Background: an optimization exercise with open tools, aiming at small area. Do not read the settings as production practice. Function was checked by simulation only, so behaviour that the tests miss may differ from the original. No activity file was given, so power comes from the tool's default toggle rates.

--- flow/run.sh ---
#!/bin/bash
# synth_recipe.tcl (not shown) runs the flow's synth.tcl, then flattens the netlist and writes it again
# the make line also repeats each setting of config.mk as NAME=value (left out here)
make -C /OpenROAD-flow-scripts/flow DESIGN_CONFIG=/design/flow/config.mk WORK_HOME=/design/flow/orfs CLKGATE_MAP_FILE= SYNTH_SCRIPT=/design/flow/synth_recipe.tcl finish
--- flow/config.mk ---
export PLATFORM = sky130hd
export DESIGN_NAME = e603_uart_top
export DESIGN_NICKNAME = e603_uart_top
export VERILOG_FILES = /design/flow/design.v
export SDC_FILE = /design/flow/constraint.sdc
export NUM_CORES = 4
export LEC_CHECK = 0
export CAP_MARGIN = 20
export CORE_MARGIN = 2
export CORE_UTILIZATION = 40
export SLEW_MARGIN = 20
--- flow/constraint.sdc ---
create_clock -name core_clock -period 10.0 [get_ports {clk}]
set_input_delay 2.0000 -clock core_clock [delete_from_list [all_inputs] [get_ports {clk}]]
set_output_delay 2.0000 -clock core_clock [all_outputs]
set_load 0.01 [all_outputs]
--- flow/design.v ---
module e603_gnrl_dfflrs # (
  parameter DW   = 32
, parameter [DW-1:0]  RST  = {DW{1'b1}}
) (
  input               lden,
  input      [DW-1:0] dnxt,
  output     [DW-1:0] qout,
  input               clk,
  input               rst_n
);
reg [DW-1:0] mu8spjb6;
always @(posedge clk or negedge rst_n)
begin : y7qw238vym
  if (rst_n == 1'b0)
    mu8spjb6 <= RST;
  else if (lden == 1'b1)
    mu8spjb6 <= dnxt;
end
assign qout = mu8spjb6[DW-1:0];
endmodule
module e603_gnrl_dfflr # (
  parameter DW   = 32
) (
  input               lden,
  input      [DW-1:0] dnxt,
  output     [DW-1:0] qout,
  input               clk,
  input               rst_n
);
reg [DW-1:0] mu8spjb6;
always @(posedge clk or negedge rst_n)
begin : y7qw238vym
  if (rst_n == 1'b0)
    mu8spjb6 <= {DW{1'b0}};
  else if (lden == 1'b1)
    mu8spjb6 <= dnxt;
end
assign qout = mu8spjb6[DW-1:0];
endmodule
module e603_gnrl_dffl # (
  parameter DW   = 32
) (
  input               lden,
  input      [DW-1:0] dnxt,
  output     [DW-1:0] qout,
  input               clk,
  input               rst_n
);
reg [DW-1:0] mu8spjb6;
always @(posedge clk or negedge rst_n)
begin : y7qw238vym
  if (rst_n == 1'b0)
    mu8spjb6 <= {DW{1'b0}};
  else if (lden == 1'b1)
    mu8spjb6 <= dnxt;
end
assign qout = mu8spjb6[DW-1:0];
endmodule
module e603_gnrl_dffr # (
  parameter DW   = 32
) (
  input      [DW-1:0] dnxt,
  output     [DW-1:0] qout,
  input               clk,
  input               rst_n
);
reg [DW-1:0] mu8spjb6;
always @(posedge clk or negedge rst_n)
begin : y7qw238vym
  if (rst_n == 1'b0)
    mu8spjb6 <= {DW{1'b0}};
  else
    mu8spjb6 <= dnxt;
end
assign qout = mu8spjb6[DW-1:0];
endmodule
module e603_gnrl_fifo_wflg # (
  parameter CUT_READY = 0,
  parameter MSKO = 0,
  parameter REG_OUT = 0,
  parameter DP   = 8,
  parameter DP_PTR_W = 4,
  parameter DW   = 32
) (
  input           i_vld, 
  output          i_rdy, 
  input  [DW-1:0] i_dat,
  output          o_vld, 
  input           o_rdy, 
  output [DW-1:0] o_dat,
  output [DP-1:0]   intl_vec, 
  output reg [DP_PTR_W-1:0]   intl_vec_encode,
  input             cleanfifo, 
  input           clk,
  input           rst_n
);
genvar zyod33;
generate 
  if(DP == 0) begin: qmqs20k9uyma
     assign o_vld = i_vld;
     assign i_rdy = o_rdy;
     assign o_dat = i_dat;
  end
  else begin: kfuzu1wzm87
    wire [DW-1:0] jyb_xrvmlkepac [DP-1:0];
    wire [DW-1:0] niyrz4zsknv [DP-1:0];
    wire [DP-1:0] rreodx8nr3a;
    wire xmzf = i_vld & i_rdy | cleanfifo;
    wire u6lh = o_vld & o_rdy | cleanfifo;
    wire [DP-1:0] b9mzd4qdyk38db; 
    wire [DP-1:0] jgpriggtm2y_fwywc; 
    wire [DP-1:0] ot40c525e9q7lz;
    wire [DP-1:0] ll6f8tv1_r2d1h; 
    wire [DP-1:0] rgpkcprjgc_w9a;
    if(DP == 1) begin:phzw717paedi9
      assign jgpriggtm2y_fwywc = cleanfifo ? 1'b0 : 1'b1; 
    end
    else begin:oq0bb8qqlg1ftq9082tp
      assign jgpriggtm2y_fwywc = cleanfifo        ? {{DP-1{1'b0}}, 1'b1} :
                            ot40c525e9q7lz[DP-1] ? {{DP-1{1'b0}}, 1'b1} :
                                               (ot40c525e9q7lz << 1);
   end
    if(DP == 1) begin:szvd_uo_t1rphsu
      assign ll6f8tv1_r2d1h = cleanfifo ? 1'b0 : 1'b1; 
    end
    else begin:tvq5s2c1hmu7vnkviz0nn0
      assign ll6f8tv1_r2d1h = cleanfifo        ? {{DP-1{1'b0}}, 1'b1} :
                            rgpkcprjgc_w9a[DP-1] ? {{DP-1{1'b0}}, 1'b1} :
                                               (rgpkcprjgc_w9a << 1);
    end
e603_gnrl_dfflrs #(1)    ykwyawz_btbqa9homx3  (u6lh, jgpriggtm2y_fwywc[0]     , ot40c525e9q7lz[0]     , clk, rst_n);
e603_gnrl_dfflrs #(1)    c7pydzj7ovdygd4aj1  (xmzf, ll6f8tv1_r2d1h[0]     , rgpkcprjgc_w9a[0]     , clk, rst_n);
    if(DP > 1) begin:clkm1t5c1xs
e603_gnrl_dfflr  #(DP-1) a9egrdivdf59anpv72p4iu  (u6lh, jgpriggtm2y_fwywc[DP-1:1], ot40c525e9q7lz[DP-1:1], clk, rst_n);
e603_gnrl_dfflr  #(DP-1) lvg4hw2b7ocga7kwrt  (xmzf, ll6f8tv1_r2d1h[DP-1:1], rgpkcprjgc_w9a[DP-1:1], clk, rst_n);
    end
    assign b9mzd4qdyk38db = u6lh ? jgpriggtm2y_fwywc : ot40c525e9q7lz;
    wire [DP-1:0] oj7d_c;
    wire [DP-1:0] ygfrhv2;
    wire [DP-1:0] jtq949j67; 
    wire [DP-1:0] j5rme6;
    wire bb7bhv = (u6lh ^ xmzf ) | cleanfifo;
e603_gnrl_dfflr  #(DP) hn3ax05gtnm     (bb7bhv, jtq949j67, j5rme6,     clk, rst_n);
  wire [DP:0] xtkegwiuyp1327sqdyad = {j5rme6,1'b0};
  assign intl_vec = j5rme6;
  integer x;
  always @ (*) begin
    intl_vec_encode = {DP_PTR_W{1'b0}};
    for(x=1 ; x<=DP ; x=x+1) begin
      if(xtkegwiuyp1327sqdyad[x] == 1'b1)
        intl_vec_encode = x[DP_PTR_W-1:0];
      end
    end
    assign oj7d_c = j5rme6;
    assign ygfrhv2 = j5rme6;
    if(DP == 1) begin:foak_f95t2olcq
        assign jtq949j67 = cleanfifo ? 1'b0 : xmzf ? 1'b1 : (j5rme6 >> 1);  
        if(CUT_READY == 1) begin:zx3zppx4bdss_l
          assign i_rdy = (~oj7d_c[DP-1]);
        end
        else begin:bnzuc64my8yotquyxmz
          assign i_rdy = (~oj7d_c[DP-1]) | (u6lh & ~cleanfifo);
        end
    end
    else begin : zyyv__9aqcfn__s
      assign jtq949j67 = cleanfifo ? {DP{1'b0}} : xmzf ? {j5rme6[DP-2:0], 1'b1} : (j5rme6 >> 1);  
      assign i_rdy = (~oj7d_c[DP-1]);
    end
    for (zyod33=0; zyod33<DP; zyod33=zyod33+1) begin:oe5rsotr0ghvfl
      assign rreodx8nr3a[zyod33] = xmzf & rgpkcprjgc_w9a[zyod33];
e603_gnrl_dffl  #(DW) dwpadh5cajhr0s (rreodx8nr3a[zyod33], i_dat, niyrz4zsknv[zyod33], clk, rst_n);
      assign jyb_xrvmlkepac[zyod33] = rreodx8nr3a[zyod33] ? i_dat : niyrz4zsknv[zyod33];
    end
    integer t;
    wire [DW-1:0] j45yhs2ojom0i;
    if(REG_OUT == 0) begin:ryi755vbqjpdrspl
    reg [DW-1:0] rvekbwm94_2g1;
        always @*
        begin : sosqjh1rrq34
          rvekbwm94_2g1 = {DW{1'b0}};
          for(t=0; t<DP; t=t+1) begin
            rvekbwm94_2g1 = rvekbwm94_2g1 | ({DW{ot40c525e9q7lz[t]}} & niyrz4zsknv[t]);
          end
        end
    assign j45yhs2ojom0i = rvekbwm94_2g1;
    end
    else begin:hr23f8vxpi5ab_7q5yidy1
        reg [DW-1:0] md1jj1lh30i77nmk;
        always @*
        begin : sosqjh1rrq34
          md1jj1lh30i77nmk = {DW{1'b0}};
          for(t=0; t<DP; t=t+1) begin
            md1jj1lh30i77nmk = md1jj1lh30i77nmk | ({DW{b9mzd4qdyk38db[t]}} & jyb_xrvmlkepac[t]);
          end
        end
        wire q_eosgs901ch = 
                     (~o_vld) ? xmzf :
                     (jtq949j67[0] & u6lh);
e603_gnrl_dfflr #(DW) mbjepxkxu4_ce92d7  (q_eosgs901ch, md1jj1lh30i77nmk, j45yhs2ojom0i, clk, rst_n);
    end
    if(MSKO == 1) begin:y_u3oxptq26c7xuc
        assign o_dat = {DW{o_vld}} & j45yhs2ojom0i;
    end
    else begin:obqti4sc53op0kcl0qe4
        assign o_dat = j45yhs2ojom0i;
    end
    assign o_vld = (ygfrhv2[0]);
  end
endgenerate
endmodule
module e603_uart_top(
  input   clk,
  input   rst_n,
  input                      i_icb_cmd_valid,
  output                     i_icb_cmd_ready,
  input  [31:0]              i_icb_cmd_addr, 
  input                      i_icb_cmd_read, 
  input  [32-1:0]            i_icb_cmd_wdata,
  output                     i_icb_rsp_valid,
  input                      i_icb_rsp_ready,
  output [32-1:0]            i_icb_rsp_rdata,
  output  io_interrupts_0_0,                
  output  io_port_txd,
  input   io_port_rxd
);
 tvrvwt9da9u62y2_d  p76p6rd43zha_1rh5_r
 (
   .mxwg8lfgv4pge1         (i_icb_cmd_valid)           ,
   .qi_euczbjhgo1za         (i_icb_cmd_ready)           ,
   .mqxw6of2d4b4nr7b           (1'b1)           ,
   .cuu3goyrnwc9hf          (i_icb_cmd_read)           ,
   .t3lk20ui52aqc6          (i_icb_cmd_addr[11:0])           ,
   .rs8qfdkpko8pq         (i_icb_cmd_wdata)           ,
   .swwpvt6gm3cz8         (4'b1111)           ,
   .pccr2d0febxqx          (3'b010)           ,
   .vah0tsdviw4b          (1'b0)           ,
   .u7u7t6iaofiovjc          (1'b0)           ,
   .xwpttmbn8xqi2b0qg          (8'h0)           ,
   .j7onlxu8c84rohjl3        (2'h0)           ,
   .abuhy0_a307fr_734f         (2'h0)           ,
   .xi4mxnyfh8q6pd2         (1'b0)           ,
   .le80uwswd0y0q8         (3'h0)           ,
   .p5nleje0lb8ux          (2'h0)           ,
   .ptdklfwbs2d13         (i_icb_rsp_ready)           ,
   .l_geblczxuwi5x4e         (i_icb_rsp_valid)           ,
   .r1ukfidrb_5kvibw           ()           ,
   .nhup3xqrnngwbqsg_e       ()           ,
   .nuvz1doibyin1uaa         (i_icb_rsp_rdata)           ,
   .uwe2r1dssimbrh1z2wb        (io_port_rxd)             ,
   .zlictx_xuaeg          ()             ,
   .dq1rx39ishcm9o3        (io_port_txd)             ,
   .bgu0ydisudcy          ()             ,
   .ri2ziyy                   (clk)             ,
   .r46kf                 (rst_n)             ,
   .e6s4deuofl15pxu5      (io_interrupts_0_0)             
);
endmodule
module  tvrvwt9da9u62y2_d 
 (
  input              mxwg8lfgv4pge1                 ,
  output             qi_euczbjhgo1za                 ,
  input              mqxw6of2d4b4nr7b                   ,
  input              cuu3goyrnwc9hf                  ,
  input  [  11:   0] t3lk20ui52aqc6                  ,
  input  [  31:   0] rs8qfdkpko8pq                 ,
  input  [   3:   0] swwpvt6gm3cz8                 ,
  input  [   2:   0] pccr2d0febxqx                  ,
  input              vah0tsdviw4b                  ,
  input              u7u7t6iaofiovjc                  ,
  input  [   7:   0] xwpttmbn8xqi2b0qg                  ,
  input  [   1:   0] j7onlxu8c84rohjl3                ,
  input  [   1:   0] abuhy0_a307fr_734f                 ,
  input              xi4mxnyfh8q6pd2                 ,
  input  [   2:   0] le80uwswd0y0q8                 ,
  input  [   1:   0] p5nleje0lb8ux                  ,
  input              ptdklfwbs2d13                 ,
  output             l_geblczxuwi5x4e                 ,
  output             r1ukfidrb_5kvibw                   ,
  output             nhup3xqrnngwbqsg_e               ,
  output [  31:   0] nuvz1doibyin1uaa                 ,
  input              uwe2r1dssimbrh1z2wb                ,
  output             zlictx_xuaeg                  ,
  output             dq1rx39ishcm9o3                ,
  output             bgu0ydisudcy                  ,
  input              ri2ziyy                           ,
  input              r46kf                         ,
  output             e6s4deuofl15pxu5              
);
assign nhup3xqrnngwbqsg_e = 1'b0;
wire   pwu8db84yy;
wire   k9oytbmyowl4;
assign pwu8db84yy        = uwe2r1dssimbrh1z2wb;
assign zlictx_xuaeg     = 1'b0;
assign dq1rx39ishcm9o3   = k9oytbmyowl4;
assign bgu0ydisudcy     = 1'b1;
wire        almqjz9j2n80p;
wire [15:0] wu7ue1av6qpm10g;
wire [3:0]  gbg490stgq6rkw;
wire [8:0]  hjxsnzvv_i7jffuit7;
wire        ng_bmu2kpuoem1wzgn3o2_;
wire        b3cclc1d_pvb;
wire [3:0]  lek36b7g86;
wire        i987q_vdp1fyi61v;
wire        isvffnc_f5j0199i;
wire        miwi80b4ublfzjtp_;
wire        upxpjkqnqg0m5_l;
wire        aqhqw1aehd77gnhyvqf;
wire        popvbu7xbcb5_kic;
wire        tgkukl0a8x114u8;
wire [8:0]  ly618fcx37w;
wire [8:0]  lw8ywt68hkd;
wire        q85dmrg58io;
wire        yqcsss1n3wxr60zt;
wire        q1rbyv8l8h96nnku7;
wire        bxtuyyty5g3g0f;
wire [8:0]  evs8w60syazz;
wire        mz7b9nw8fmgdbv30ad;
wire        sqxwn3sej76lnke;
wire        ukfdf2xncqpecr;
wire        r2eh4_fl_e62zr1z;
wire        ydhk9z3b0nq8mhcn62;
wire        iq83cu3j21bx63a1grb4qve;
wire        j_yyga52swzyhx7pswmdc;
wire        pho4mwx721swopcr1z6p7tx;
wire        hnr6p618vvd51sws6gd;
wire        o7h_f8j0z45pz9q030q840;
wire        ejm_t4j5ynjvw98zisq; 
assign pho4mwx721swopcr1z6p7tx  = ydhk9z3b0nq8mhcn62       & aqhqw1aehd77gnhyvqf;
assign hnr6p618vvd51sws6gd  = r2eh4_fl_e62zr1z       & popvbu7xbcb5_kic;
assign e6s4deuofl15pxu5   = pho4mwx721swopcr1z6p7tx | hnr6p618vvd51sws6gd; 
ckuci_kp508c26xi ob3sbfaq5bqxt5_dka(
   .ri2ziyy                 (ri2ziyy),
   .r46kf               (r46kf),
   .mxwg8lfgv4pge1       (mxwg8lfgv4pge1),
   .t3lk20ui52aqc6        (t3lk20ui52aqc6[11:0]),
   .cuu3goyrnwc9hf        (cuu3goyrnwc9hf),
   .rs8qfdkpko8pq       (rs8qfdkpko8pq),
   .qi_euczbjhgo1za       (qi_euczbjhgo1za),
   .ptdklfwbs2d13       (ptdklfwbs2d13),
   .l_geblczxuwi5x4e       (l_geblczxuwi5x4e),
   .nuvz1doibyin1uaa       (nuvz1doibyin1uaa),
   .r1ukfidrb_5kvibw         (r1ukfidrb_5kvibw),
   .sqxwn3sej76lnke        (sqxwn3sej76lnke),
   .yqcsss1n3wxr60zt       (yqcsss1n3wxr60zt),
   .aqhqw1aehd77gnhyvqf    (aqhqw1aehd77gnhyvqf),
   .popvbu7xbcb5_kic    (popvbu7xbcb5_kic),
   .k901765kzi4h         (lw8ywt68hkd),
   .q85dmrg58io          (q85dmrg58io),
   .ng_bmu2kpuoem1wzgn3o2_   (ng_bmu2kpuoem1wzgn3o2_),
   .hjxsnzvv_i7jffuit7    (hjxsnzvv_i7jffuit7),
   .b3cclc1d_pvb           (b3cclc1d_pvb),
   .lek36b7g86          (lek36b7g86),
   .almqjz9j2n80p           (almqjz9j2n80p),
   .gbg490stgq6rkw          (gbg490stgq6rkw),
   .r2eh4_fl_e62zr1z       (r2eh4_fl_e62zr1z),
   .ydhk9z3b0nq8mhcn62       (ydhk9z3b0nq8mhcn62),
   .wu7ue1av6qpm10g        (wu7ue1av6qpm10g)
);
d0bk6go_83mrrfvdw a_ehhig4yxta6c27h(
      .ri2ziyy             (ri2ziyy),
      .r46kf           (r46kf),
      .lm7z39v            (pwu8db84yy),
      .hxqzu4xws6          (),
      .rjt0ux8mrd        (almqjz9j2n80p),
      .s2rufeqvxafo       (wu7ue1av6qpm10g),
      .aobfwp364t3__m    (isvffnc_f5j0199i),
      .ai88e56_u13pnrs  (upxpjkqnqg0m5_l),
      .l3fjqqkqtkj4xv0v0    ( ),
      .lw8ywt68hkd       (ly618fcx37w),
      .zgfubjrnvl8dfd      (tgkukl0a8x114u8),
      .zkpu5gcjssjij2p      (~q1rbyv8l8h96nnku7)
);
aszqvvvgstkfwvcs7ttusx c6i6llzl_9_7nz4c1yv_b(
   .ri2ziyy              (ri2ziyy),
   .r46kf            (r46kf),
   .yhbv3et05qi8e7        (1'b0),
   .pxdlrpyubv4n          (tgkukl0a8x114u8),
   .ygli0hkz           (ly618fcx37w),
   .c85n             (q1rbyv8l8h96nnku7),
   .v1yo02r            (yqcsss1n3wxr60zt),
   .al_bfsrdm          ( ),
   .aqikf5g           (lw8ywt68hkd),
   .gbg490stgq6rkw       (gbg490stgq6rkw),
   .ys4ua9ifsvx_t    (q85dmrg58io),
   .aqhqw1aehd77gnhyvqf (aqhqw1aehd77gnhyvqf)
);
o1ucmiw_2begy9u2jr z82b9rzpp419r92prkmpv(
   .ri2ziyy               (ri2ziyy),
   .r46kf             (r46kf),
   .pxdlrpyubv4n           (ng_bmu2kpuoem1wzgn3o2_),
   .ygli0hkz            (hjxsnzvv_i7jffuit7),
   .lek36b7g86        (lek36b7g86),
   .mz7b9nw8fmgdbv30ad     (mz7b9nw8fmgdbv30ad),
   .c85n              (sqxwn3sej76lnke),
   .v1yo02r             (ukfdf2xncqpecr),
   .al_bfsrdm           (bxtuyyty5g3g0f),
   .aqikf5g            (evs8w60syazz),
   .popvbu7xbcb5_kic  (popvbu7xbcb5_kic)
);
n9hz4uolh6cl4h uuxwm6sdqkgy3brgao(
   .lczv3cn             (ri2ziyy),
   .r38027_km3            (r46kf),
   .rjt0ux8mrd          (b3cclc1d_pvb),
   .s2rufeqvxafo         (wu7ue1av6qpm10g),
   .f8pm5_tdgp5         (evs8w60syazz),
   .iwaoyygo616xxoo        (bxtuyyty5g3g0f),
   .ukfdf2xncqpecr     (ukfdf2xncqpecr),
   .n6oqzkx9              (k9oytbmyowl4),
   .hxqzu4xws6            (),
   .q_yk0xx4_hid0x        (mz7b9nw8fmgdbv30ad)
);
endmodule 
module ckuci_kp508c26xi(
input          ri2ziyy,
input          r46kf,
input          mxwg8lfgv4pge1,
input  [11:0]  t3lk20ui52aqc6,
input          cuu3goyrnwc9hf,
input  [31:0]  rs8qfdkpko8pq,
output         qi_euczbjhgo1za,
input          ptdklfwbs2d13,
output         l_geblczxuwi5x4e,
output  [31:0] nuvz1doibyin1uaa,
output         r1ukfidrb_5kvibw,
input          sqxwn3sej76lnke,
input          yqcsss1n3wxr60zt,
input          aqhqw1aehd77gnhyvqf,
input          popvbu7xbcb5_kic,
input  [8:0]   k901765kzi4h,
output         q85dmrg58io,
output         ng_bmu2kpuoem1wzgn3o2_,  
output [8:0]   hjxsnzvv_i7jffuit7,   
output         b3cclc1d_pvb,          
output [3:0]   lek36b7g86,         
output         almqjz9j2n80p,          
output [3:0]   gbg490stgq6rkw,         
output         r2eh4_fl_e62zr1z,      
output         ydhk9z3b0nq8mhcn62,      
output [15:0]  wu7ue1av6qpm10g        
); 
localparam obcjm9j6wtx2kpx2 = 12'h00;
localparam ir77_jujg5woh2o1pgo = 12'h04;
localparam op_ckhl16o0hg2y3c8f7t = 12'h08;
localparam bhbjec5iyyi_jg3ckqm5 = 12'h0c;
localparam ulzyzbwserykh6     = 12'h10;
localparam lcfoa1a_7zp7e     = 12'h14;
localparam pdgfedejllx1xh    = 12'h18;
localparam pu5jo9f6vlab14hcs4  = 12'h20;
wire nbj8groass8140sae12 = (t3lk20ui52aqc6[11:0] == obcjm9j6wtx2kpx2);
wire pmp2j9h021a4p48wzl50jkhk = (t3lk20ui52aqc6[11:0] == ir77_jujg5woh2o1pgo);
wire haityqvubkualhkp0zoaziy = (t3lk20ui52aqc6[11:0] == op_ckhl16o0hg2y3c8f7t);
wire bjlm2lomj9bq45pokl_1 = (t3lk20ui52aqc6[11:0] == bhbjec5iyyi_jg3ckqm5);
wire hfe9i_t3enw1otrl4     = (t3lk20ui52aqc6[11:0] == ulzyzbwserykh6)    ;
wire plbej4rej0dv73u     = (t3lk20ui52aqc6[11:0] == lcfoa1a_7zp7e)    ;
wire lkiejp9lnl_xer48hjig    = (t3lk20ui52aqc6[11:0] == pdgfedejllx1xh)   ;
wire [31:0] r1kj3bs19cs;
wire h9v5e_bsrlv6bm    = mxwg8lfgv4pge1 & qi_euczbjhgo1za  ;
wire mdsb_grohsjsamcosr = h9v5e_bsrlv6bm & (~cuu3goyrnwc9hf);
wire wck3318sgmg36n4jx3yr = h9v5e_bsrlv6bm & cuu3goyrnwc9hf   ;
assign l_geblczxuwi5x4e  = mxwg8lfgv4pge1;
assign qi_euczbjhgo1za  = ptdklfwbs2d13;
assign nuvz1doibyin1uaa  = r1kj3bs19cs;
assign r1ukfidrb_5kvibw    = 1'b0;
wire [8:0] zf7c74otodak7evq5u;
wire       awn81qniw1o02krv;
wire [8:0] vx0er1lsib3aa42   = rs8qfdkpko8pq[8:0];
wire       jlpc2zj9l9fsiq0090z = mdsb_grohsjsamcosr & nbj8groass8140sae12;
wire       rw87006tinfygzcnm0h6w  = jlpc2zj9l9fsiq0090z;
e603_gnrl_dfflr #(9) r1968k5viojawx1ry_jc (jlpc2zj9l9fsiq0090z, vx0er1lsib3aa42, zf7c74otodak7evq5u, ri2ziyy, r46kf); 
e603_gnrl_dffr  #(1) nwvpaq3orq7at9yn7 (rw87006tinfygzcnm0h6w, awn81qniw1o02krv, ri2ziyy, r46kf); 
wire       o9nx7uy_k2egx12q;
wire [3:0] z30s5zgiws6u1pa0trx9f;
wire [2:0] pbnyffb1v16zrbi17dv       = rs8qfdkpko8pq[2:0];
wire [3:0] s644xv_on3n0p6yo846wc = rs8qfdkpko8pq[19:16];
wire       vkogcs9vq_t002vrky     = mdsb_grohsjsamcosr & haityqvubkualhkp0zoaziy;
e603_gnrl_dfflr #(1) b9_gj0i__8cvemr2w (vkogcs9vq_t002vrky, pbnyffb1v16zrbi17dv[0], o9nx7uy_k2egx12q, ri2ziyy, r46kf); 
e603_gnrl_dfflr #(4) c3wfoeift92wfbgjy0ko2xjk6xm (vkogcs9vq_t002vrky, s644xv_on3n0p6yo846wc, z30s5zgiws6u1pa0trx9f, ri2ziyy, r46kf); 
wire       nwfnto5maik3;
wire [3:0] toqpk6fit9_oga10123sd;
wire       u_bswabt9ccfk1z55y        = rs8qfdkpko8pq[0];
wire [3:0] rcg_gdqkys47eo2jrdfyiqol = rs8qfdkpko8pq[19:16];
wire       va5kq6bftugc_e8bnkr     = mdsb_grohsjsamcosr & bjlm2lomj9bq45pokl_1;
e603_gnrl_dfflr #(1) wfjmek80q22g9g0ydujw (va5kq6bftugc_e8bnkr, u_bswabt9ccfk1z55y, nwfnto5maik3, ri2ziyy, r46kf); 
e603_gnrl_dfflr #(4) uhfcaug0lxb6cfc01dsz6t0i9rl (va5kq6bftugc_e8bnkr, rcg_gdqkys47eo2jrdfyiqol, toqpk6fit9_oga10123sd, ri2ziyy, r46kf); 
wire [1:0] xw8j589l1lex4;
wire [1:0] nsy0fbc0sp9w0l   = rs8qfdkpko8pq[1:0];
wire       cgprvwj6_v2pc8nn9m = mdsb_grohsjsamcosr & hfe9i_t3enw1otrl4; 
e603_gnrl_dfflr #(2) wzx02zd4l397oq (cgprvwj6_v2pc8nn9m, nsy0fbc0sp9w0l, xw8j589l1lex4, ri2ziyy, r46kf); 
wire [15:0] xeq26kbdqq13;
wire [15:0] k4mkm46fie_0ignp   = rs8qfdkpko8pq[15:0];
wire        r34q7fdmn3xs9t4am = mdsb_grohsjsamcosr & lkiejp9lnl_xer48hjig;
e603_gnrl_dfflrs #(16,16'h021e) cygs7ou8qbg8ybgtno(r34q7fdmn3xs9t4am, k4mkm46fie_0ignp, xeq26kbdqq13, ri2ziyy, r46kf); 
assign q85dmrg58io          = wck3318sgmg36n4jx3yr & pmp2j9h021a4p48wzl50jkhk ;
assign hjxsnzvv_i7jffuit7    = zf7c74otodak7evq5u;
assign ng_bmu2kpuoem1wzgn3o2_   = awn81qniw1o02krv;
assign b3cclc1d_pvb           = o9nx7uy_k2egx12q;    
assign lek36b7g86          = z30s5zgiws6u1pa0trx9f;
assign almqjz9j2n80p           = nwfnto5maik3;
assign gbg490stgq6rkw          = toqpk6fit9_oga10123sd;
assign r2eh4_fl_e62zr1z       = xw8j589l1lex4[0];
assign ydhk9z3b0nq8mhcn62       = xw8j589l1lex4[1];
assign wu7ue1av6qpm10g        = xeq26kbdqq13;
assign r1kj3bs19cs[31:0] = ({32{nbj8groass8140sae12}} & {sqxwn3sej76lnke,22'h0,zf7c74otodak7evq5u                                                 }) 
                       | ({32{pmp2j9h021a4p48wzl50jkhk}} & {yqcsss1n3wxr60zt,22'h0,k901765kzi4h                                                  })
                       | ({32{haityqvubkualhkp0zoaziy}} & {12'h0,z30s5zgiws6u1pa0trx9f,15'h0,o9nx7uy_k2egx12q                                    })
                       | ({32{bjlm2lomj9bq45pokl_1}} & {12'h0,toqpk6fit9_oga10123sd,15'h0,nwfnto5maik3                                     })
                       | ({32{hfe9i_t3enw1otrl4    }} & {30'h0,xw8j589l1lex4                                                                  })
                       | ({32{plbej4rej0dv73u    }} & {30'h0,aqhqw1aehd77gnhyvqf,popvbu7xbcb5_kic                                          })
                       | ({32{lkiejp9lnl_xer48hjig   }} & {16'h0,xeq26kbdqq13                                                                 })
                       ;
endmodule
module aszqvvvgstkfwvcs7ttusx #(
    parameter ra2aj3fukykd9j    = 9,
    parameter fmv57175hz8809  = 8,
    parameter s98tpn17rr94n0_fnf = 4
) (
    input                    ri2ziyy,
    input                    r46kf,
    input                    yhbv3et05qi8e7,
    input                    pxdlrpyubv4n,
    input   [ra2aj3fukykd9j-1:0] ygli0hkz,
    input   [3:0]            gbg490stgq6rkw,  
    input                    ys4ua9ifsvx_t, 
    output                   c85n, 
    output                   v1yo02r,    
    output                   al_bfsrdm,
    output  [ra2aj3fukykd9j-1:0] aqikf5g,
    output                   aqhqw1aehd77gnhyvqf
    );
wire                     zgasz6;
wire                     qecflw9;
wire [ra2aj3fukykd9j-1:0]    jqyt_;
wire [fmv57175hz8809-1:0]  i7f8c3jp;
wire [s98tpn17rr94n0_fnf-1:0] oca_86z1qgvhggybhdud;
e603_gnrl_fifo_wflg #(
   .CUT_READY (1),
   .MSKO      (0),
   .REG_OUT   (0),
   .DP        (fmv57175hz8809),
   .DW        (ra2aj3fukykd9j),
   .DP_PTR_W  (s98tpn17rr94n0_fnf)
) tdrc0uwx769q (
  .clk             (ri2ziyy),
  .rst_n           (r46kf),
  .cleanfifo       (yhbv3et05qi8e7),
  .i_vld           (pxdlrpyubv4n),
  .i_rdy           (zgasz6),
  .i_dat           (ygli0hkz),
  .o_vld           (qecflw9),
  .o_rdy           (ys4ua9ifsvx_t),
  .o_dat           (jqyt_),
  .intl_vec        (i7f8c3jp),
  .intl_vec_encode (oca_86z1qgvhggybhdud)
);
assign c85n             = ~zgasz6;
assign v1yo02r            = ~qecflw9;
assign al_bfsrdm          = qecflw9;
assign aqikf5g           = jqyt_;
assign aqhqw1aehd77gnhyvqf = (oca_86z1qgvhggybhdud > gbg490stgq6rkw);  
endmodule
module d0bk6go_83mrrfvdw (
  input                ri2ziyy,
  input                r46kf,
  input                lm7z39v,
  input      [15:0]    s2rufeqvxafo,
  input                rjt0ux8mrd,
  output               hxqzu4xws6,
  output reg           aobfwp364t3__m,
  output reg           ai88e56_u13pnrs,
  output reg           l3fjqqkqtkj4xv0v0,
  output     [8:0]     lw8ywt68hkd,
  output reg           zgfubjrnvl8dfd,
  input                zkpu5gcjssjij2p
		);
    localparam dy9vxr0      = 3'b000;
    localparam mv65zqzka1o28 = 3'b001;
    localparam o0zah      = 3'b010;
    localparam qapoavhl    = 3'b011;
    localparam pljo08d3q2mqg  = 3'b100;
	reg [2:0] q6_;
	reg [2:0] ycic9;
	reg [8:0] l9dcst2expp60;
	reg [8:0] wpmrp8jvs1db7ln8wl;
    reg [2:0] su0w__0vaxmd1avc;
	reg [3:0] rqorjgzx1uxcweo;
	reg [3:0] ra5q8jlnotvez_ke25x;
	wire [3:0] e49aygp8wi4m_zpt;
	reg       yv86k6jpzo2oq7;
	reg       ipfzw0w14rulrst;
	reg       bres9qgbu3c1k7wd;
	reg         i5jh579p6bxi;
	reg  [15:0] knesjj9dj;
	reg         upsaj7z6b21j1oj;
    reg         pmqdwpr3uopz6r;
    reg         odmbxao2_li1jdinfg;
    reg         ibhcfhbuhw3sri4fc3c;
    reg         o0kcs6erd223lnxj;
    wire        tm3mv_yxb2mscfkir = (q6_ == pljo08d3q2mqg) & (~su0w__0vaxmd1avc[1] & su0w__0vaxmd1avc[2]);
    wire        ybqrn1ho1c;
    wire [14:0] d1sqnnwox9x7a9wor;
    wire [14:0] nrwx636dwsudu;
    wire [15:0] ahe4xdcy9j46vjm;
    wire        dd80yhlus0td1r5iy7y;
    wire        lzy6gzdk16yqnwt6zj8;
    wire        iqabnvjgtt5eq4x71;
    wire        pavkz75232vev0_;
    wire        ntrtoq57iaejp38;
    wire        llhvjwp2hasju9qlh;
    wire        ustzbd_2leerv9c;
    reg         ss8nmg_ecjtkhzwd;
    reg         jfnlknk4nej2wf5s;
    reg         s4b9hl183z6idbs;
    reg         jemz6zqgk7tzspag26jkbho;
    wire        k762edyl1g5kb3t16mbk2ni9z = ^l9dcst2expp60 ^ 1'b1;
    wire        j7_cbzgf83aty88 = ~k762edyl1g5kb3t16mbk2ni9z;
    assign hxqzu4xws6 = (q6_ != dy9vxr0);
    assign e49aygp8wi4m_zpt = 4'h7;
	always @*
	begin
		ycic9 = q6_;
		bres9qgbu3c1k7wd = 1'b0;
		ra5q8jlnotvez_ke25x  = rqorjgzx1uxcweo;
		wpmrp8jvs1db7ln8wl = l9dcst2expp60;
		zgfubjrnvl8dfd = 1'b0;
		upsaj7z6b21j1oj = 1'b0;
        pmqdwpr3uopz6r  = 1'b0;
		ipfzw0w14rulrst = yv86k6jpzo2oq7;
        aobfwp364t3__m    = 1'b0;
        ai88e56_u13pnrs  = 1'b0;
        l3fjqqkqtkj4xv0v0    = 1'b0;
        odmbxao2_li1jdinfg   = 1'b0;
        o0kcs6erd223lnxj          = 1'b0;
		case(q6_)
			dy9vxr0:
            begin
				if (ybqrn1ho1c)
				begin
					ycic9 = mv65zqzka1o28;
    				upsaj7z6b21j1oj = 1'b0;
                    pmqdwpr3uopz6r  = 1'b1;
                    o0kcs6erd223lnxj = 1'b1;
				end
            end
			mv65zqzka1o28:
			begin
				ipfzw0w14rulrst = 1'b0;
				upsaj7z6b21j1oj = 1'b1;
                pmqdwpr3uopz6r  = 1'b1;
				if (i5jh579p6bxi)
					ycic9 = o0zah;
			end
			o0zah:
			begin
				upsaj7z6b21j1oj = 1'b1;
				ipfzw0w14rulrst = (yv86k6jpzo2oq7 ^ jemz6zqgk7tzspag26jkbho);
                        wpmrp8jvs1db7ln8wl = {1'b0,jemz6zqgk7tzspag26jkbho,l9dcst2expp60[7:1]};
				if (i5jh579p6bxi)
				begin
					bres9qgbu3c1k7wd = 1'b1;
					if (rqorjgzx1uxcweo == e49aygp8wi4m_zpt)
					begin
						ra5q8jlnotvez_ke25x = 4'h0;
							ycic9 = pljo08d3q2mqg;
					end
					else
					begin
						ra5q8jlnotvez_ke25x = rqorjgzx1uxcweo + 1'b1;
					end
				end
			end
			qapoavhl:
			begin
				upsaj7z6b21j1oj = 1'b1;
				if (i5jh579p6bxi)
                begin
                    if(j7_cbzgf83aty88 != jemz6zqgk7tzspag26jkbho)
                        odmbxao2_li1jdinfg = 1'b1;
				    ycic9 = pljo08d3q2mqg;
                end
			end
			pljo08d3q2mqg:
			begin
				upsaj7z6b21j1oj = 1'b1;
				if (i5jh579p6bxi | tm3mv_yxb2mscfkir)
				begin
					ycic9 = tm3mv_yxb2mscfkir ? mv65zqzka1o28 : dy9vxr0;
                    o0kcs6erd223lnxj = tm3mv_yxb2mscfkir ? 1'b1 : 1'b0;
					if(!ibhcfhbuhw3sri4fc3c)
					begin
						zgfubjrnvl8dfd = 1'b1;
						if(!zkpu5gcjssjij2p)
							ai88e56_u13pnrs = 1'b1;
						else
							l3fjqqkqtkj4xv0v0 = 1'b1;
					end
					else
						aobfwp364t3__m = 1'b1;
				end
			end
            default:
                ycic9 = dy9vxr0;
		endcase		
	end
	always @(posedge ri2ziyy or negedge r46kf)
	begin
		if (r46kf == 1'b0)
		begin
			q6_             <= dy9vxr0;
			l9dcst2expp60       <= 9'h1FF;
			rqorjgzx1uxcweo  <= 4'h0;
			yv86k6jpzo2oq7     <= 1'b0;
		end
		else
		begin
            if(i5jh579p6bxi)
                yv86k6jpzo2oq7 <= ipfzw0w14rulrst;
			if(bres9qgbu3c1k7wd)
				l9dcst2expp60 <= wpmrp8jvs1db7ln8wl;
			rqorjgzx1uxcweo  <= ra5q8jlnotvez_ke25x;
            if(rjt0ux8mrd)
	           q6_ <= ycic9;
            else
                q6_ <= dy9vxr0;
		end
	end
    assign ybqrn1ho1c = ~su0w__0vaxmd1avc[1] & su0w__0vaxmd1avc[2];
	always @(posedge ri2ziyy or negedge r46kf)
	begin
		if (r46kf == 1'b0)
            su0w__0vaxmd1avc <= 3'b111;
		else
        begin
            if (rjt0ux8mrd)
                su0w__0vaxmd1avc <= {su0w__0vaxmd1avc[1:0],lm7z39v};
            else
                su0w__0vaxmd1avc <= 3'b111;
        end
    end
always @(posedge ri2ziyy or negedge r46kf) 
   begin
        if(r46kf == 1'b0) 
           begin
              knesjj9dj <= 16'h0;
              i5jh579p6bxi <= 1'b0; 
           end
        else 
           begin
             if(upsaj7z6b21j1oj) 
               begin
                  if(tm3mv_yxb2mscfkir)
                    begin
                       knesjj9dj <= 16'h0;
                       i5jh579p6bxi <= 1'b0;  
                    end 
                  else if(knesjj9dj==s2rufeqvxafo)
                    begin   
                       knesjj9dj <= 16'h0;
                       i5jh579p6bxi <= 1'b1;  
                    end 
                  else
                    begin
                       knesjj9dj <= knesjj9dj + 1'b1; 
                       i5jh579p6bxi <= 1'b0; 
                    end
                end
            else 
                  begin
                     knesjj9dj <= 16'h0; 
                     i5jh579p6bxi <= 1'b0; 
                  end
            end
    end
    assign d1sqnnwox9x7a9wor = {1'b0,s2rufeqvxafo[15:2]};
    assign nrwx636dwsudu = s2rufeqvxafo[15:1];
    assign ahe4xdcy9j46vjm = d1sqnnwox9x7a9wor + nrwx636dwsudu + 1'b1;
    assign ntrtoq57iaejp38 = (knesjj9dj == {1'b0,d1sqnnwox9x7a9wor}) ? 1'b1 : 1'b0;
    assign llhvjwp2hasju9qlh = (knesjj9dj == {1'b0,nrwx636dwsudu}) ? 1'b1 : 1'b0;
    assign ustzbd_2leerv9c = (knesjj9dj == ahe4xdcy9j46vjm) ? 1'b1 : 1'b0;
    assign pavkz75232vev0_     = ustzbd_2leerv9c;
	always @(posedge ri2ziyy or negedge r46kf) begin 
        if (r46kf == 1'b0) 
                 ss8nmg_ecjtkhzwd <= 1'b0;
        else if (ntrtoq57iaejp38)
                 ss8nmg_ecjtkhzwd <= su0w__0vaxmd1avc[2];  end
	always @(posedge ri2ziyy or negedge r46kf) begin 
        if (r46kf == 1'b0) 
                 jfnlknk4nej2wf5s <= 1'b0;
        else if (llhvjwp2hasju9qlh)
                 jfnlknk4nej2wf5s <= su0w__0vaxmd1avc[2];  end
	always @(posedge ri2ziyy or negedge r46kf) begin 
        if (r46kf == 1'b0) 
                 s4b9hl183z6idbs <= 1'b0;
        else if (ustzbd_2leerv9c)
                 s4b9hl183z6idbs <= su0w__0vaxmd1avc[2];  end
    always @* begin
        case({s4b9hl183z6idbs,jfnlknk4nej2wf5s,ss8nmg_ecjtkhzwd})
        3'b000  : jemz6zqgk7tzspag26jkbho = 1'b0;
        3'b001  : jemz6zqgk7tzspag26jkbho = 1'b0;
        3'b010  : jemz6zqgk7tzspag26jkbho = 1'b0;
        3'b011  : jemz6zqgk7tzspag26jkbho = 1'b1;
        3'b100  : jemz6zqgk7tzspag26jkbho = 1'b0;
        3'b101  : jemz6zqgk7tzspag26jkbho = 1'b1;
        3'b110  : jemz6zqgk7tzspag26jkbho = 1'b1;
        3'b111  : jemz6zqgk7tzspag26jkbho = 1'b1;
        default : jemz6zqgk7tzspag26jkbho = 1'b0;
     endcase
end
	always @(posedge ri2ziyy or negedge r46kf)
	begin
		if (r46kf == 1'b0)
		begin
			ibhcfhbuhw3sri4fc3c   <= 1'b0;
		end
		else
		begin
			if(o0kcs6erd223lnxj)
			begin
				ibhcfhbuhw3sri4fc3c   <= 1'b0;
			end
			else
			begin
                if(odmbxao2_li1jdinfg)
    			    ibhcfhbuhw3sri4fc3c <= 1'b1;
			end
		end
	end
    assign lw8ywt68hkd = l9dcst2expp60;
endmodule
module o1ucmiw_2begy9u2jr #(
    parameter ra2aj3fukykd9j    = 9,
    parameter fmv57175hz8809  = 8,
    parameter s98tpn17rr94n0_fnf = 4
)(
input                     ri2ziyy,
input                     r46kf,
input                     pxdlrpyubv4n,
input  [ra2aj3fukykd9j-1:0]   ygli0hkz,
input  [3:0]              lek36b7g86,    
input                     mz7b9nw8fmgdbv30ad, 
output                    c85n,
output                    v1yo02r,
output                    al_bfsrdm,
output [ra2aj3fukykd9j-1:0]   aqikf5g,
output                    popvbu7xbcb5_kic
);
wire                     fq5153jr;
wire                     zgasz6;
wire                     qecflw9;
wire [ra2aj3fukykd9j-1:0]    jqyt_;
wire [fmv57175hz8809-1:0]  i7f8c3jp;
wire [s98tpn17rr94n0_fnf-1:0] oca_86z1qgvhggybhdud;
e603_gnrl_fifo_wflg #(
   .CUT_READY (1),
   .MSKO      (0),
   .REG_OUT   (0),
   .DP        (fmv57175hz8809),
   .DW        (ra2aj3fukykd9j),
   .DP_PTR_W  (s98tpn17rr94n0_fnf)
) vc21qvjkfaa (
  .clk             (ri2ziyy),
  .rst_n           (r46kf),
  .cleanfifo       (1'b0 ),
  .i_vld           (pxdlrpyubv4n),
  .i_rdy           (zgasz6),
  .i_dat           (ygli0hkz),
  .o_vld           (qecflw9),
  .o_rdy           (fq5153jr),
  .o_dat           (jqyt_),
  .intl_vec        (i7f8c3jp),
  .intl_vec_encode (oca_86z1qgvhggybhdud)
);
wire fmqc1xoe7kl05kdtf_3 = mz7b9nw8fmgdbv30ad;
wire a6nywgvlmawic8dqnjg;
e603_gnrl_dffr  #(1) mw_nsndbndrweb42ag_i(fmqc1xoe7kl05kdtf_3, a6nywgvlmawic8dqnjg, ri2ziyy, r46kf); 
assign fq5153jr            = ~a6nywgvlmawic8dqnjg & fmqc1xoe7kl05kdtf_3;
assign c85n             = ~zgasz6;
assign v1yo02r            = ~qecflw9;
assign al_bfsrdm          = qecflw9;
assign aqikf5g           = jqyt_;
assign popvbu7xbcb5_kic = (oca_86z1qgvhggybhdud < lek36b7g86);
endmodule
module n9hz4uolh6cl4h (
		input              lczv3cn,
		input              r38027_km3,
		input              rjt0ux8mrd,
		input   [15:0]     s2rufeqvxafo,
		input    [8:0]     f8pm5_tdgp5,
		input              iwaoyygo616xxoo,
        input              ukfdf2xncqpecr,
		output   reg       n6oqzkx9,
        output             hxqzu4xws6,
		output   reg       q_yk0xx4_hid0x
		);
    localparam dy9vxr0               = 3'b000;
    localparam mv65zqzka1o28          = 3'b001;
    localparam o0zah               = 3'b010;
    localparam qapoavhl             = 3'b011;
    localparam m5zg1sol_01rl1qemb     = 3'b100;
    localparam vxsjty35ybv2g      = 3'b101;
    localparam dfca5dr0crxk3mno0l = 3'b110;
    localparam ov8m83ew1443go1vlr = 3'b111;
    parameter aw1vsej = 1'b1;	
   	reg [2:0] q6_;
	reg [2:0] ycic9;
	reg [8:0]  l9dcst2expp60;
	reg [8:0]  wpmrp8jvs1db7ln8wl;
	reg [3:0]  rqorjgzx1uxcweo;
	reg [3:0]  ra5q8jlnotvez_ke25x;
	wire [3:0] e49aygp8wi4m_zpt;
	reg        yv86k6jpzo2oq7;
	reg        ipfzw0w14rulrst;
	reg        fxe7kfc59qu;
	reg [15:0] knesjj9dj;
	reg        upsaj7z6b21j1oj;
	reg        i5jh579p6bxi;
    wire         rpazdqjh700vrnwxy71b_ = 1'b0;
    reg [8:0]    ivpr8oy5h1g8e;
    wire         rewxei0ns9cjgmlq0kibd = ^ivpr8oy5h1g8e ^ 1'b1; 
    assign hxqzu4xws6 = (q6_ != dy9vxr0);
    assign e49aygp8wi4m_zpt = 4'h7;
    always @*
	begin
		ycic9 = q6_;
		n6oqzkx9 = 1'b1;
		fxe7kfc59qu = 1'b0;
		ra5q8jlnotvez_ke25x  = rqorjgzx1uxcweo;
		wpmrp8jvs1db7ln8wl = {1'b1,l9dcst2expp60[8:1]};
		q_yk0xx4_hid0x = 1'b0;
		upsaj7z6b21j1oj = 1'b0;
		ipfzw0w14rulrst = yv86k6jpzo2oq7;
		case(q6_)
			dy9vxr0:
            begin
            	if (rjt0ux8mrd & ~ukfdf2xncqpecr)
            		q_yk0xx4_hid0x = 1'b1;
				if (iwaoyygo616xxoo)
				begin
					ycic9 = mv65zqzka1o28;
					fxe7kfc59qu = 1'b1;
					wpmrp8jvs1db7ln8wl = f8pm5_tdgp5;
				end
            end
			mv65zqzka1o28:
			begin
				n6oqzkx9 = (~i5jh579p6bxi && (knesjj9dj==16'h0)) ? 1'b1 : 1'b0;
				ipfzw0w14rulrst = 1'b0;
				upsaj7z6b21j1oj = 1'b1;
				if (i5jh579p6bxi)
					ycic9 = o0zah;
			end
			o0zah:
			begin
				n6oqzkx9 = l9dcst2expp60[0];
				upsaj7z6b21j1oj = 1'b1;
				ipfzw0w14rulrst = (yv86k6jpzo2oq7 ^ l9dcst2expp60[0]);
				if (i5jh579p6bxi)
				begin
					if (rqorjgzx1uxcweo == e49aygp8wi4m_zpt)
					begin
						ra5q8jlnotvez_ke25x = 4'h0;
							ycic9 = m5zg1sol_01rl1qemb;
					end
					else
					begin
						ra5q8jlnotvez_ke25x = rqorjgzx1uxcweo + 1'b1;
						fxe7kfc59qu = 1'b1;
					end
				end
			end
			qapoavhl:
			begin
				n6oqzkx9 = ~rewxei0ns9cjgmlq0kibd;
				upsaj7z6b21j1oj = 1'b1;
				if (i5jh579p6bxi)
    			    ycic9 = m5zg1sol_01rl1qemb;
			end
			m5zg1sol_01rl1qemb:
			begin
				n6oqzkx9 = 1'b1;
				upsaj7z6b21j1oj = 1'b1;
			    if (i5jh579p6bxi)
                begin
    			  ycic9 = dy9vxr0;
                end
			end
			vxsjty35ybv2g:
			begin
				n6oqzkx9 = 1'b1;
				upsaj7z6b21j1oj = 1'b1;
				if (rpazdqjh700vrnwxy71b_)
				begin
					ycic9 = dy9vxr0;
				end
			end
            default:
                ycic9 = dy9vxr0;
		endcase		
	end
	always @(posedge lczv3cn or negedge r38027_km3)
	begin
		if (r38027_km3 == 1'b0)
		begin
			q6_             <= #aw1vsej dy9vxr0;
			l9dcst2expp60       <= #aw1vsej 9'h1FF;
			rqorjgzx1uxcweo  <= #aw1vsej 4'h0;
			yv86k6jpzo2oq7     <= #aw1vsej 1'b0;
			ivpr8oy5h1g8e      <= #aw1vsej 9'b0;
		end
		else
		begin
            if (iwaoyygo616xxoo & (q6_==dy9vxr0)) begin
               ivpr8oy5h1g8e <= f8pm5_tdgp5;
            end
            if(i5jh579p6bxi)
            begin
	            yv86k6jpzo2oq7 <= #aw1vsej ipfzw0w14rulrst;
            end
	        if(fxe7kfc59qu)
			begin
				l9dcst2expp60 <= #aw1vsej wpmrp8jvs1db7ln8wl;
			end
			rqorjgzx1uxcweo  <= #aw1vsej ra5q8jlnotvez_ke25x;
            if(rjt0ux8mrd)
	           q6_ <= #aw1vsej ycic9;
            else
               q6_ <= #aw1vsej dy9vxr0;
		end
	end
	always @(posedge lczv3cn or negedge r38027_km3)
	begin
		if (r38027_km3 == 1'b0)
		begin
			knesjj9dj <= #aw1vsej 16'h0;
			i5jh579p6bxi <= #aw1vsej 1'b0;
		end
		else
		begin
			if(upsaj7z6b21j1oj)
			begin
				if(knesjj9dj == s2rufeqvxafo)
				begin
					knesjj9dj <= #aw1vsej 16'h0;
					i5jh579p6bxi <= #aw1vsej 1'b1;
				end
				else
				begin
					knesjj9dj <= #aw1vsej knesjj9dj + 1'b1;
					i5jh579p6bxi <= #aw1vsej 1'b0;
				end
			end
			else
			begin
				knesjj9dj <= #aw1vsej 16'h0;
				i5jh579p6bxi <= #aw1vsej 1'b0;
			end
		end
	end
endmodule
==> impl_metrics.py <==
metrics = {
    "route": {
        "via_count": 10900,
        "wirelength_mm": 39.4,
        "detail-route-antenna-nets": 0,
        "detail_route.wl_per_cell_um": 19.9,
        "route.detailed.drc": 0,
        "drt_iter0_markers": 674,
        "viasPerCell": 5.49,
        "first_pass_iters": 6,
    },
    "cells_and_area": {
        "nets": 1537,
        "area_delta_synth_final_pct": 13.1,
        "antenna_cells": 0,
        "drive_gt1_frac": 0.199,
        "final_area_um2": 17800,
    },
    "floorplan": {
        "die-width_um": 202,
        "fp-row-count": 72,
        "initial_core_util": 0.406,
        "ios": 106,
        "chipHeight_um": 202,
        "dieArea_um2": 41000,
        "core-area_um2": 38700,
    },
    "timing": {
        "rsz0062_at_grt": "false",
        "hold_violations": 0,
        "fin_skew_ps": 18.1,
        "fmax_mhz": 135,
        "fin_tns_setup_ps": 0,
        "relSlewSlack": 0.346,
        "maxSlewViolCount": 0,
        "period_share": 0.740,
        "setup_viol": 0,
        "tightestPinTransition_ps": 978,
        "period_needed_ps": 7400,
    },
    "hold_path": {
        "hold_path_class": "reg2reg",
    },
    "synthesis": {
        "synthArstFlopShare": 1.00,
        "synthesis.area_um2": 15700,
        "ys_seq_elements": 313,
        "synth-main-ff-cell": "dfrtp_1",
        "syn_area_per_cell_um2": 11.0,
        "synth_common_cells": "dfrtp_1, mux2_2, nand2_1",
        "synth_cells": 1425,
        "synth-seq-area-share": 0.500,
        "synth_edf_count": 0,
        "ys_warn_count": 13,
        "yosysTopAreaCell": "dfrtp_1",
        "synth_top_area_share": 0.450,
        "ys_types": 71,
        "synth_area_leaders": "dfrtp_1, mux2_2, dfstp_2",
        "synth_most_common_cell": "dfrtp_1",
    },
    "run": {
        "cap_violations": 0,
    },
    "power": {
        "ir_drop_mv": 0.0938,
        "p_leak_nw": 8.38,
        "p_per_area_nw_per_um2": 148,
    },
    "clocking": {
        "clk_latency_ps": 540,
        "cts.sinks": 313,
        "clk_pin_slew_ps": 50,
        "cts_buffers": 36,
        "root_buffer": "clkbuf_16",
        "cts_tree": "done",
        "cts_buffer_depth": 3,
        "htreeDepth": 2,
        "cts_setup_buffers": 0,
        "cts_resized": 0,
        "hold_buffers": 0,
    },
    "place": {
        "post_dp_cell_area_um2": 16700,
        "dp_hpwl_mm": 26.4,
        "numPortBuffers": 62,
        "routabilityCongestion": 0.854,
    },
    "critical_path": {
        "path_common_cell": "clkdlybuf4s50_1",
        "critPathLaunchType": "input port",
        "crit_chain": "clkdlybuf4s50_1, or4_1, nor4_2, and2b_1, nand4_1, a31oi_1, a211oi_1, o21ai_0, clkdlybuf4s50_1",
        "critical_path_class": "in2out",
        "critPathCaptureType": "primary output",
        "cp_data_arrival_time_ps": 5400,
        "path_buf_inv": 2,
        "slowest_delay_ps": 640,
        "crit_slowest_cell": "clkdlybuf4s50_1",
        "critPathTopFamily": "simple AND/OR/NAND/NOR gates",
        "crit_fanout": 11,
        "cp.required_ps": 8000,
    },
    "global_routing": {
        "grt_pass1_vias": 10900,
        "grt_util_all_layers": 0.196,
        "grt-ovfl-total": 0,
        "antenna_found_initial": 0,
        "grt_pass1_wl_mm": 62.6,
        "grt_max_degree": 124,
    },
    "status": {
        "status": "complete, no violations",
    },
}
[report_power, final]
group / leakage [nW] / internal [W] / switching (W)
clock network: 0.561 / 0.000771 / 0.000528
logic: 3.60 / 0.0000210 / 0.0000398
registers: 4.22 / 0.00127 / 0.00000237
[metrics by stage]
step / utilization / hold WS (ps) / worst slack, ps / total power (W) / std cells
finish: 0.460 / 464 / 2600 / 0.00263 / 1982
global route: 0.460 / 494 / 2460 / 0.00273 / 1982
CTS: 0.460 / 468 / 2570 / 0.00267 / 1982
detailed placement: 0.430 / 456 / 2590 / 0.00136 / 1918
global placement: 0.430 / 450 / 2580 / 0.00136 / 1918
floorplan: - / 439 / 4150 / 0.00131 / 1435
[final timing paths]
path,start,endpoint,slack (ps),depth (start not counted)
max,i_icb_cmd_addr[9],i_icb_rsp_rdata[1],2600,9
min,flop,flop,460,2
max reg2reg,flop,flop,6300,11
min reg2reg,flop,flop,460,2
max in group asynchronous,rst_n,async pin,6900,2
min in group asynchronous,rst_n,async pin,1580,1
[tightest hold or removal path: stages, from the launching register on]
cell	delay [ps]
dfrtp_1	340
nand2_1	50
nand2_1	50
[metal layers]
metal  track usage  wire length, µm  vias to the layer above
met5             0                0                        -
li1              -                -                     5077
met1         0.272            18500                     5495
met3        0.0371             1860                       66
met2         0.312            18000                      245
met4        0.0607             1050                        0
[layout make-up]
class | instances | area (µm²)
fill | 3595 | 20900
sequential | 313 | 7870
multi-input combinational | 991 | 7360
clock buffer | 52 | 1030
timing repair buffer | 68 | 671
tap | 518 | 648
clock inverter | 12 | 125
inverter | 28 | 105
[cell families after synthesis]
logic type,Yosys count,share of synthesized area
compound gates,235,0.107
xor+xnor,127,0.0707
fa+ha+maj,30,0.0242
buf+inv,131,0.0351
flops,313,0.500
mux,195,0.142
other cells,1,0.000238
simple gates,393,0.122
[placed cells by master, fill, tap and decap left out, types with 27 or more instances in the layout]
master	netlist	routed
dfrtp_1	283	283
mux2_2	181	181
nand2_1	129	129
nor2_1	99	99
xor2_1	68	68
clkdlybuf4s50_1	0	61
xnor2_1	59	59
o21ai_0	38	38
clkbuf_16	0	37
a22oi_1	33	33
dfstp_2	30	30
inv_1	28	28
a21oi_1	28	28
ha_1	28	28
a221oi_1	27	27

-- re-timing with driven ports --
No port has a modelled driver above. Below, the same layout with a new extraction and two added sets of constraints.
Step 1: set_driving_cell puts a clkbuf_16 on clk and a buf_2 on each other input, an assumption about the parent block.
Step 2 adds t to the input delays and takes it off the output delays; t is the mean of the earliest and latest rising clock arrival at the registers after step 1. Input paths then give back, and output paths get back, about the clock's delay inside the block.
Slacks: ideal / step 1 / step 2; pairs: ideal / step 1.
t (ns): 0.587
slack for setup (ns): 2.598 / 2.571 / 2.571
worst setup path after step 2: input to output
clock arrival spread, ns: 0.021 / 0.021
After both steps setup and hold are still met in this run. For this run, drivers alone change the setup slack by -0.027 ns; drivers and shift together by -0.027 ns.
